This is an optimization exercise on Yosys and OpenROAD, whose aim is small area, not a production implementation. RTL that was checked went through simulation tests only; none was proved equivalent to the original. The clock port is modelled as an ideal driver; clocking choices that lean on that would not hold on a real chip. Power figures rest on the tool's default switching activity, not on a simulated workload.

nickel:
==> flow/design.v <==
`timescale 1ns/10ps
module path(clk, rst_n, data1_i, data2_i, valid1_i, valid2_i, data_o, req_o, gnt_i, stop1_o, stop2_o, valid_o);
input clk;
input rst_n;
input [7:0] data1_i;
input [7:0] data2_i;
input valid1_i;
input valid2_i;
input gnt_i;
output req_o;
output stop1_o;
output stop2_o;
output reg [7:0] data_o;
output reg valid_o;
reg [4:0] v;         
reg [3:0] count;     
reg sel;             
reg [7:0] mem0, mem1, mem2, mem3, mem4;
wire empty   = !v[0];
wire full    = v[4];
wire read    = v[0] && gnt_i;
wire blocked = full && !gnt_i;
wire vsel    = sel ? valid2_i : valid1_i;
wire accept  = vsel && !blocked;
wire bypass  = empty && gnt_i && (valid1_i || valid2_i);
wire write   = accept && !bypass;
wire [7:0] din = sel ? data2_i : data1_i;
assign stop1_o = blocked || sel;
assign stop2_o = blocked || !sel;
assign req_o   = v[0] || bypass;
wire [7:0] oldest = ({8{v[0] & !v[1]}} & mem0) | ({8{v[1] & !v[2]}} & mem1)
                  | ({8{v[2] & !v[3]}} & mem2) | ({8{v[3] & !v[4]}} & mem3)
                  | ({8{v[4]}} & mem4);
wire a0 = accept & count[0];
always @(posedge clk) begin
	if (write) begin
		mem0 <= din;
		mem1 <= mem0;
		mem2 <= mem1;
		mem3 <= mem2;
		mem4 <= mem3;
	end
end
always @(posedge clk, negedge rst_n) begin
	if (!rst_n) begin
		v <= 5'd0;
		count <= 4'd0;
		sel <= 1'b0;
		data_o <= 8'd0;
		valid_o <= 1'b0;
	end else begin
		if (write && !read)
			v <= {v[3:0], 1'b1};
		else if (read && !write)
			v <= {1'b0, v[4:1]};
		count[0] <= count[0] ^ accept;
		count[1] <= count[1] ^ (a0 & !count[3]);
		count[2] <= count[2] ^ (a0 & count[1]);
		count[3] <= count[3] ^ (a0 & ((count[1] & count[2]) | count[3]));
		sel <= sel ^ (a0 & count[3]);
		valid_o <= bypass || read;
		if (bypass)
			data_o <= accept ? din : 8'd0;
		else if (read)
			data_o <= oldest;
	end
end
endmodule
==> flow/config.mk <==
export PLATFORM = sky130hd
export DESIGN_NAME = path
export DESIGN_NICKNAME = path
export VERILOG_FILES = /design/flow/design.v
export SDC_FILE = /design/flow/constraint.sdc
export NUM_CORES = 4
export LEC_CHECK = 0
export CAP_MARGIN = 20
export CORE_MARGIN = 2
export CORE_UTILIZATION = 40
export SLEW_MARGIN = 20
==> flow/constraint.sdc <==
create_clock -name core_clock -period 5.0 [get_ports {clk}]
set_input_delay 1.0000 -clock core_clock [delete_from_list [all_inputs] [get_ports {clk}]]
set_output_delay 1.0000 -clock core_clock [all_outputs]
set_load 0.01 [all_outputs]
standard.sh (not shown) runs the stock make flow with config.mk's settings and CLKGATE_MAP_FILE= SYNTH_SCRIPT=/design/flow/synth_recipe.tcl, a recipe that flattens the netlist after the stock synthesis.
==> flow/flow/run.sh <==
#!/bin/bash
# The standard ORFS layout (standard.sh), with changes to what it inserts:
#  - port buffers are the smallest buffer cell (buf_1) instead of clkdlybuf4s50_1;
#  - clock tree synthesis uses clkbuf_4 buffers and inserts no dummy loads;
#  - buffers that synthesis (ABC) inserted are removed at floorplan; the
#    resizer's repair_design puts back what slew and capacitance need.
# The full make output goes to standard.log in this folder; ORFS's per-step
# logs stay under orfs/logs/.
set -euo pipefail
export BUFFER_PORTS_ARGS="-buffer_cell sky130_fd_sc_hd__buf_1"
export CTS_ARGS="-sink_clustering_enable -repair_clock_nets -dont_use_dummy_load -buf_list sky130_fd_sc_hd__clkbuf_4"
export REMOVE_ABC_BUFFERS=1
bash standard.sh > standard.log 2>&1
nickel: flow completed, timing, DRC and antenna clean
#### Input delta (yarrow over nickel)
==> flow/flow/run.sh <==
#!/bin/bash
# The standard ORFS layout (standard.sh), with changes to what it inserts and sizes:
#  - port buffers are the smallest buffer cell (buf_1) instead of clkdlybuf4s50_1;
#  - clock tree synthesis uses small clock buffers and inserts no dummy loads;
#  - buffers from synthesis are removed, and gates off the critical paths downsized.
# The full make output goes to standard.log in this folder; ORFS's per-step
# logs stay under orfs/logs/.
set -euo pipefail
export BUFFER_PORTS_ARGS="-buffer_cell sky130_fd_sc_hd__buf_1"
export CTS_ARGS="-sink_clustering_enable -repair_clock_nets -dont_use_dummy_load -buf_list sky130_fd_sc_hd__clkbuf_4 -sink_clustering_size 30 -sink_clustering_max_diameter 200"
export REMOVE_ABC_BUFFERS=1
export RECOVER_POWER=100
bash standard.sh > standard.log 2>&1
[summary]
- The flow for yarrow finished, though final verification flagged capacitance limit, slew limit.
- In terms of routed wire length, yarrow and nickel differ only marginally.
- Status: power in sequential cells parity (nickel, yarrow)
- Lower path length in cells of the critical path among nickel and yarrow: yarrow
- Sort nickel and yarrow by worst slew slack as a fraction of its limit, ascending, and yarrow comes first.
- Diff nickel -> yarrow: clock group share of total power neither gained nor lost much; area growth from synthesis to layout fell by 0.42 points; worst hold slack stayed essentially flat.
- Portion of total power attributed to combinational logic sits lower in yarrow than in nickel.
Changes in indigo relative to yarrow:
-- flow/flow/run.sh --
<<< yarrow, line 8
set -euo pipefail
export BUFFER_PORTS_ARGS="-buffer_cell sky130_fd_sc_hd__buf_1"
export CTS_ARGS="-sink_clustering_enable -repair_clock_nets -dont_use_dummy_load -buf_list sky130_fd_sc_hd__clkbuf_4 -sink_clustering_size 30 -sink_clustering_max_diameter 200"
export REMOVE_ABC_BUFFERS=1
export RECOVER_POWER=100
>>> indigo, line 8
set -euo pipefail
export BUFFER_PORTS_ARGS="-buffer_cell sky130_fd_sc_hd__buf_1"
export CTS_ARGS="-sink_clustering_enable -repair_clock_nets -dont_use_dummy_load -buf_list sky130_fd_sc_hd__clkbuf_8 -sink_clustering_size 64 -sink_clustering_max_diameter 500"
export REMOVE_ABC_BUFFERS=1
export RECOVER_POWER=100
Results
From yarrow to indigo the numbers moved as follows: first-pass GRT wire length held, post-route core utilization rose 1.0 points, slack of the critical path now smaller.
indigo had finished all stages when the layout checks came back failing, citing capacitance limit, slew limit.
yarrow: all stages done; final checks FAILED (capacitance limit, slew limit).
Input changes introduced in zinc (baseline for comparison: indigo):
- swapping 40 for 65 in CORE_UTILIZATION
==> flow/flow/run.sh <==
#!/bin/bash
# The standard ORFS layout (standard.sh), with changes to what it inserts:
#  - port buffers are the smallest buffer cell (buf_1) instead of clkdlybuf4s50_1;
#  - clock tree synthesis uses clkbuf_4 buffers and inserts no dummy loads;
#  - buffers that synthesis (ABC) inserted are removed at floorplan; the
#    resizer's repair_design puts back what slew and capacitance need.
# The full make output goes to standard.log in this folder; ORFS's per-step
# logs stay under orfs/logs/.
set -euo pipefail
export BUFFER_PORTS_ARGS="-buffer_cell sky130_fd_sc_hd__buf_1"
export CTS_ARGS="-sink_clustering_enable -repair_clock_nets -dont_use_dummy_load -buf_list sky130_fd_sc_hd__clkbuf_4"
export REMOVE_ABC_BUFFERS=1
bash standard.sh > standard.log 2>&1
==> results.txt <==
[compare] base=indigo new=zinc: sum of internal, switching and leakage power now smaller; hold slack now larger; required time of the critical path now larger.
Compared with indigo, in zinc max-capacitance violation count has decreased, non-filler instance count after layout has decreased, aggregate global-route resource usage has increased, wire length of the first global-routing pass has decreased, die area has decreased.
Total detailed-routing wirelength (zinc over indigo): decrease, about 5.6%
zinc finished every step from synthesis to the final layout, and the layout passed the timing, design-rule and antenna checks.

Setup of run A:
Another version of the RTL of path (not shown whole).
For scale: ~150 cells after synthesis, ~57 flip-flops, ~33 I/O pins, about 2200 µm² of cells after synthesis.
==> flow/config.mk <==
export PLATFORM = sky130hd
export DESIGN_NAME = path
export DESIGN_NICKNAME = path
export VERILOG_FILES = /design/flow/design.v
export SDC_FILE = /design/flow/constraint.sdc
export NUM_CORES = 4
export LEC_CHECK = 0
export CAP_MARGIN = 20
export CORE_MARGIN = 2
export CORE_UTILIZATION = 40
export GPL_TIMING_DRIVEN = 0
export SLEW_MARGIN = 20
export SYNTH_HIERARCHICAL = 1
==> flow/constraint.sdc <==
create_clock -name core_clock -period 5.0 [get_ports {clk}]
set_input_delay 1.0000 -clock core_clock [delete_from_list [all_inputs] [get_ports {clk}]]
set_output_delay 1.0000 -clock core_clock [all_outputs]
set_load 0.01 [all_outputs]
==> flow/flow/run.sh <==
#!/bin/bash
# The standard ORFS layout (standard.sh), with changes to what it inserts:
#  - port buffers are the smallest buffer cell (buf_1) instead of clkdlybuf4s50_1;
#  - clock tree synthesis uses clkbuf_4 buffers and inserts no dummy loads;
#    after CTS, flow/shrink.tcl shrinks clock buffers that can be smaller
#    while every flip-flop clock pin stays well under the slew limit;
#  - buffers that synthesis (ABC) inserted are removed at floorplan; the
#    resizer's repair_design puts back what slew and capacitance need;
#  - before CTS, flow/recover.tcl downsizes gates with timing slack to spare
#    (not the drivers of nets with many loads)
#    and repairs slew and capacitance again.
# The full make output goes to standard.log in this folder; ORFS's per-step
# logs stay under orfs/logs/.
set -euo pipefail
export BUFFER_PORTS_ARGS="-buffer_cell sky130_fd_sc_hd__buf_1"
export CTS_ARGS="-sink_clustering_enable -repair_clock_nets -dont_use_dummy_load -buf_list sky130_fd_sc_hd__clkbuf_4"
export REMOVE_ABC_BUFFERS=1
export PRE_CTS_TCL="$PWD/flow/recover.tcl"
export POST_CTS_TCL="$PWD/flow/shrink.tcl"
export CLK_SHRINK_CELLS="sky130_fd_sc_hd__clkbuf_1 sky130_fd_sc_hd__clkbuf_2"
export CLK_SHRINK_SLEW_PS=105
bash standard.sh > standard.log 2>&1
Other scripts of this flow, unchanged in this note and not shown: flow/flow/recover.tcl, flow/flow/shrink.tcl
Run A finished every stage and its layout cleared the timing, design-rule and antenna checks.
### run A -> run B
Settings: a deleted GPL_TIMING_DRIVEN that had been 0.
Findings:
Comparing run B and run A, share of final-layout standard cells stronger than drive strength 1 is lower on run B.
Run B reports a higher sequential share of power than run A does.
Run A tops out at a higher clock frequency than run B.

path, a different RTL version from the one above (not shown whole).
For scale: about 59 flip-flops, ~33 I/O pins, ~2400 um^2 of cells after synthesis.
// path
module path(clk, rst_n, data1_i, data2_i, valid1_i, valid2_i, data_o, req_o, gnt_i, stop1_o, stop2_o, valid_o);
Settings: LEC_CHECK=0, CAP_MARGIN=20, CORE_MARGIN=2, CORE_UTILIZATION=40, SLEW_MARGIN=20; clock period 5.0 ns.
==> flow/flow/run.sh <==
#!/bin/bash
# The standard ORFS layout (standard.sh), with two changes to what it inserts:
#  - port buffers are the smallest buffer cell (buf_1) instead of clkdlybuf4s50_1;
#  - clock tree synthesis uses small clock buffers and inserts no dummy loads.
# The full make output goes to standard.log in this folder; ORFS's per-step
# logs stay under orfs/logs/.
set -euo pipefail
export BUFFER_PORTS_ARGS="-buffer_cell sky130_fd_sc_hd__buf_1"
export CTS_ARGS="-sink_clustering_enable -repair_clock_nets -dont_use_dummy_load -buf_list sky130_fd_sc_hd__clkbuf_4"
bash standard.sh > standard.log 2>&1
Then changed:
==> flow/run.sh (new file) <==
#!/bin/bash
# synth_recipe.tcl (not shown) runs the flow's synth.tcl, then flattens the netlist and writes it again
# the make line also repeats each setting of config.mk as NAME=value (left out here)
make -C /OpenROAD-flow-scripts/flow DESIGN_CONFIG=/design/flow/config.mk WORK_HOME=/design/flow/orfs CLKGATE_MAP_FILE= SYNTH_SCRIPT=/design/flow/synth_recipe.tcl finish
--- a/flow/config.mk
+++ b/flow/config.mk
@@ -10,2 +10,5 @@
 export CORE_UTILIZATION = 40
+export CTS_BUF_LIST = sky130_fd_sc_hd__clkbuf_4
+export CTS_CLUSTER_DIAMETER = 100
+export CTS_CLUSTER_SIZE = 30
 export SLEW_MARGIN = 20
removed: flow/flow/run.sh
removed: flow/standard.sh
Effect: Count of clock-buffer cells in the layout climbs by 2. Synthesized cell count does not change. Sequential cell count stays the same. Sequential share of layout area drops by 5.8 points. Cell area climbs by 10%. Core utilization climbs by 4.6 points. Hold slack gets better by 0.0044 ns. Register-to-register slack gets worse by 0.41 ns. Total power climbs by 12%. Area after synthesis stays the same.
Then changed:
--- a/flow/config.mk
+++ b/flow/config.mk
@@ -10,5 +10,2 @@
 export CORE_UTILIZATION = 40
-export CTS_BUF_LIST = sky130_fd_sc_hd__clkbuf_4
-export CTS_CLUSTER_DIAMETER = 100
-export CTS_CLUSTER_SIZE = 30
 export SLEW_MARGIN = 20
Cell count is unchanged.
Design area climbs by 1.7%.
Utilization rises by 0.83 points.
Wire length stays flat.
Via count stays flat.
Combinational power stays flat.
Clock skew came out lower by 0.0075 ns.
Function was not checked in any run of this note: the RTL went through the layout flow alone.

path, a different RTL version from the one above (not shown whole).
For scale: ~140 cells after synthesis, roughly 57 flip-flops, roughly 33 I/O pins.
==> flow/design.v (excerpt) <==
module path(clk, rst_n, data1_i, data2_i, valid1_i, valid2_i, data_o, req_o, gnt_i, stop1_o, stop2_o, valid_o);
input clk;
input rst_n;
input [7:0] data1_i;
input [7:0] data2_i;
input valid1_i;
input valid2_i;
input gnt_i;
output req_o;
output stop1_o;
output stop2_o;
output reg [7:0] data_o;
output reg valid_o;
reg [2:0] j;         
reg [3:0] count;     
reg sel;             
reg [7:0] mem0, mem1, mem2, mem3, mem4;
wire n1 = j[0] & !j[1];
wire n2 = j[1] & !j[2];
wire n3 = j[2] & j[0];
wire n4 = j[1] & !j[0];
wire n5 = j[2] & !j[1];
wire nz      = j[0] | j[2];
wire full    = n5;
wire read    = nz && gnt_i;
wire blocked = full && !gnt_i;
wire vsel    = sel ? valid2_i : valid1_i;
wire accept  = vsel && !blocked;
wire bypass  = !nz && gnt_i && (valid1_i || valid2_i);
wire write   = accept && !bypass;
wire [7:0] din = sel ? data2_i : data1_i;
assign stop1_o = blocked || sel;
assign stop2_o = blocked || !sel;
assign req_o   = nz || bypass;
wire go = bypass || read;
wire [6:0] dsel_s = {read & n5, read & n4, read & n3, read & n2, read & n1,
                     bypass & accept, !go};
wire [7:0] data_d;
genvar b;
generate
	for (b = 0; b < 8; b = b + 1) begin : bit_
		dsel u_dsel (.s(dsel_s),
		             .m({mem4[b], mem3[b], mem2[b], mem1[b], mem0[b], din[b], data_o[b]}),
		             .d(data_d[b]));
	end
endgenerate
wire up = write & !read;
wire down = read & !write;
wire hold = !(up | down);
wire [2:0] j_up = {j[1:0], !j[2]};
wire [2:0] j_down = {!j[0], j[2:1]};
wire [2:0] j_d;
generate
	for (b = 0; b < 3; b = b + 1) begin : jbit_
		vsel u_vsel (.up(up), .down(down), .hold(hold), .below(j_up[b]),
		             .above(j_down[b]), .self(j[b]), .d(j_d[b]));
	end
endgenerate
wire a0 = accept & count[0];
  ...
clock: 5.0 ns
lec_check: 0
cap_margin: 10
core_margin: 2
core_utilization: 40
slew_margin: 10
synth_hierarchical: 1
==> flow/flow/run.sh <==
#!/bin/bash
# The standard ORFS layout (standard.sh), with changes to what it inserts:
#  - port buffers are the smallest buffer cell (buf_1) instead of clkdlybuf4s50_1;
#  - clock tree synthesis uses clkbuf_4 buffers and inserts no dummy loads;
#    after CTS, flow/shrink.tcl shrinks clock buffers that can be smaller
#    while every flip-flop clock pin stays well under the slew limit;
#  - buffers that synthesis (ABC) inserted are removed at floorplan; the
#    resizer's repair_design puts back what slew and capacitance need.
# The full make output goes to standard.log in this folder; ORFS's per-step
# logs stay under orfs/logs/.
set -euo pipefail
export BUFFER_PORTS_ARGS="-buffer_cell sky130_fd_sc_hd__buf_1"
export CTS_ARGS="-sink_clustering_enable -repair_clock_nets -dont_use_dummy_load -buf_list sky130_fd_sc_hd__clkbuf_4"
export REMOVE_ABC_BUFFERS=1
export POST_CTS_TCL="$PWD/flow/shrink.tcl"
export CLK_SHRINK_CELLS="sky130_fd_sc_hd__clkbuf_1 sky130_fd_sc_hd__clkbuf_2"
export CLK_SHRINK_SLEW_PS=105
bash standard.sh > standard.log 2>&1
Other scripts of this flow, unchanged in this note and not shown: flow/flow/shrink.tcl
The baseline went through all stages and came out clean.
==> next run, changes <==
--- a/flow/flow/run.sh
+++ b/flow/flow/run.sh
@@ -7,3 +7,5 @@
 #  - buffers that synthesis (ABC) inserted are removed at floorplan; the
-#    resizer's repair_design puts back what slew and capacitance need.
+#    resizer's repair_design puts back what slew and capacitance need;
+#  - before CTS, flow/recover.tcl downsizes gates with timing slack to spare
+#    and repairs slew and capacitance again.
 # The full make output goes to standard.log in this folder; ORFS's per-step
@@ -14,2 +16,3 @@
 export REMOVE_ABC_BUFFERS=1
+export PRE_CTS_TCL="$PWD/flow/recover.tcl"
 export POST_CTS_TCL="$PWD/flow/shrink.tcl"
==> flow/flow/recover.tcl (new file) <==
# PRE_CTS hook: area recovery after placement. The resizer downsizes gates
# that have timing slack to spare (repair_timing -recover_power), then
# repair_design fixes any slew or capacitance this leaves over the usual margins,
# and detailed placement legalises the result.
set_dont_use $::env(DONT_USE_CELLS)
estimate_parasitics -placement
repair_timing -recover_power 100 -verbose
set rc_slew 20
set rc_cap 20
if {[info exists ::env(SLEW_MARGIN)] && $::env(SLEW_MARGIN) ne ""} { set rc_slew $::env(SLEW_MARGIN) }
if {[info exists ::env(CAP_MARGIN)] && $::env(CAP_MARGIN) ne ""} { set rc_cap $::env(CAP_MARGIN) }
repair_design -verbose -slew_margin $rc_slew -cap_margin $rc_cap
detailed_placement
estimate_parasitics -placement
CAP_MARGIN = 20   (was 10)
CORE_UTILIZATION = 60   (was 40)
SLEW_MARGIN = 20   (was 10)
What happened: The new run finished clean; worst setup slack degrades by 330 ps; routed wire length falls by a little under a tenth; first-iteration DRC count stays the same; critical path depth stays the same; sequential share of layout area rises by 1.0 points.

==> re-timing with driven ports <==
How much do the figures lean on ideal ports? The routed layouts below were timed once more, with nothing changed but the port constraints.
Step 1 sets driving cells, clkbuf_16 on the clock port and buf_2 on the other inputs (assumed; they add their load-dependent delay and slew).
Step 2 moves the port delays by t, midway between the first and last clock arrival at a register: inputs arrive t later, outputs are due t later. That takes back most of the time a late clock gives input paths.
Three values: ideal ports, drivers, drivers and shift; two values: the first two.
| run | t, ns | slack for setup (ns) | worst setup path at the end | latest minus earliest clock arrival (ns) |
|---|---|---|---|---|
| nickel | 0.406 | 2.330 / 2.330 / 1.963 | input to register | 0.027 / 0.027 |
| yarrow | 0.407 | 1.772 / 1.772 / 1.441 | input to register | 0.026 / 0.025 |
| indigo | 0.347 | 1.755 / 1.755 / 1.418 | input to register | 0.017 / 0.016 |
| zinc | 0.409 | 2.141 / 2.141 / 1.759 | input to register | 0.015 / 0.015 |
| run A | 0.457 | 2.151 / 2.114 / 2.062 | input to register | 0.053 / 0.053 |
| run B | 0.666 | 2.140 / 2.115 / 2.059 | input to register | 0.061 / 0.061 |
| the first run of note 3 | 0.393 | 2.281 / 2.260 / 2.260 | input to output | 0.024 / 0.024 |
| the second run of note 3 | 0.410 | 1.525 / 1.505 / 1.505 | input to output | 0.013 / 0.013 |
| the third run of note 3 | 0.356 | 1.527 / 1.506 / 1.506 | input to output | 0.006 / 0.006 |
| the first run of note 4 | 0.381 | 2.145 / 2.126 / 2.022 | input to register | 0.027 / 0.027 |
| the second run of note 4 | 0.443 | 1.811 / 1.784 / 1.784 | input to output | 0.040 / 0.040 |
For zinc, which loses most, drivers alone change the setup slack by 0.000 ns; drivers and shift together by -0.382 ns.
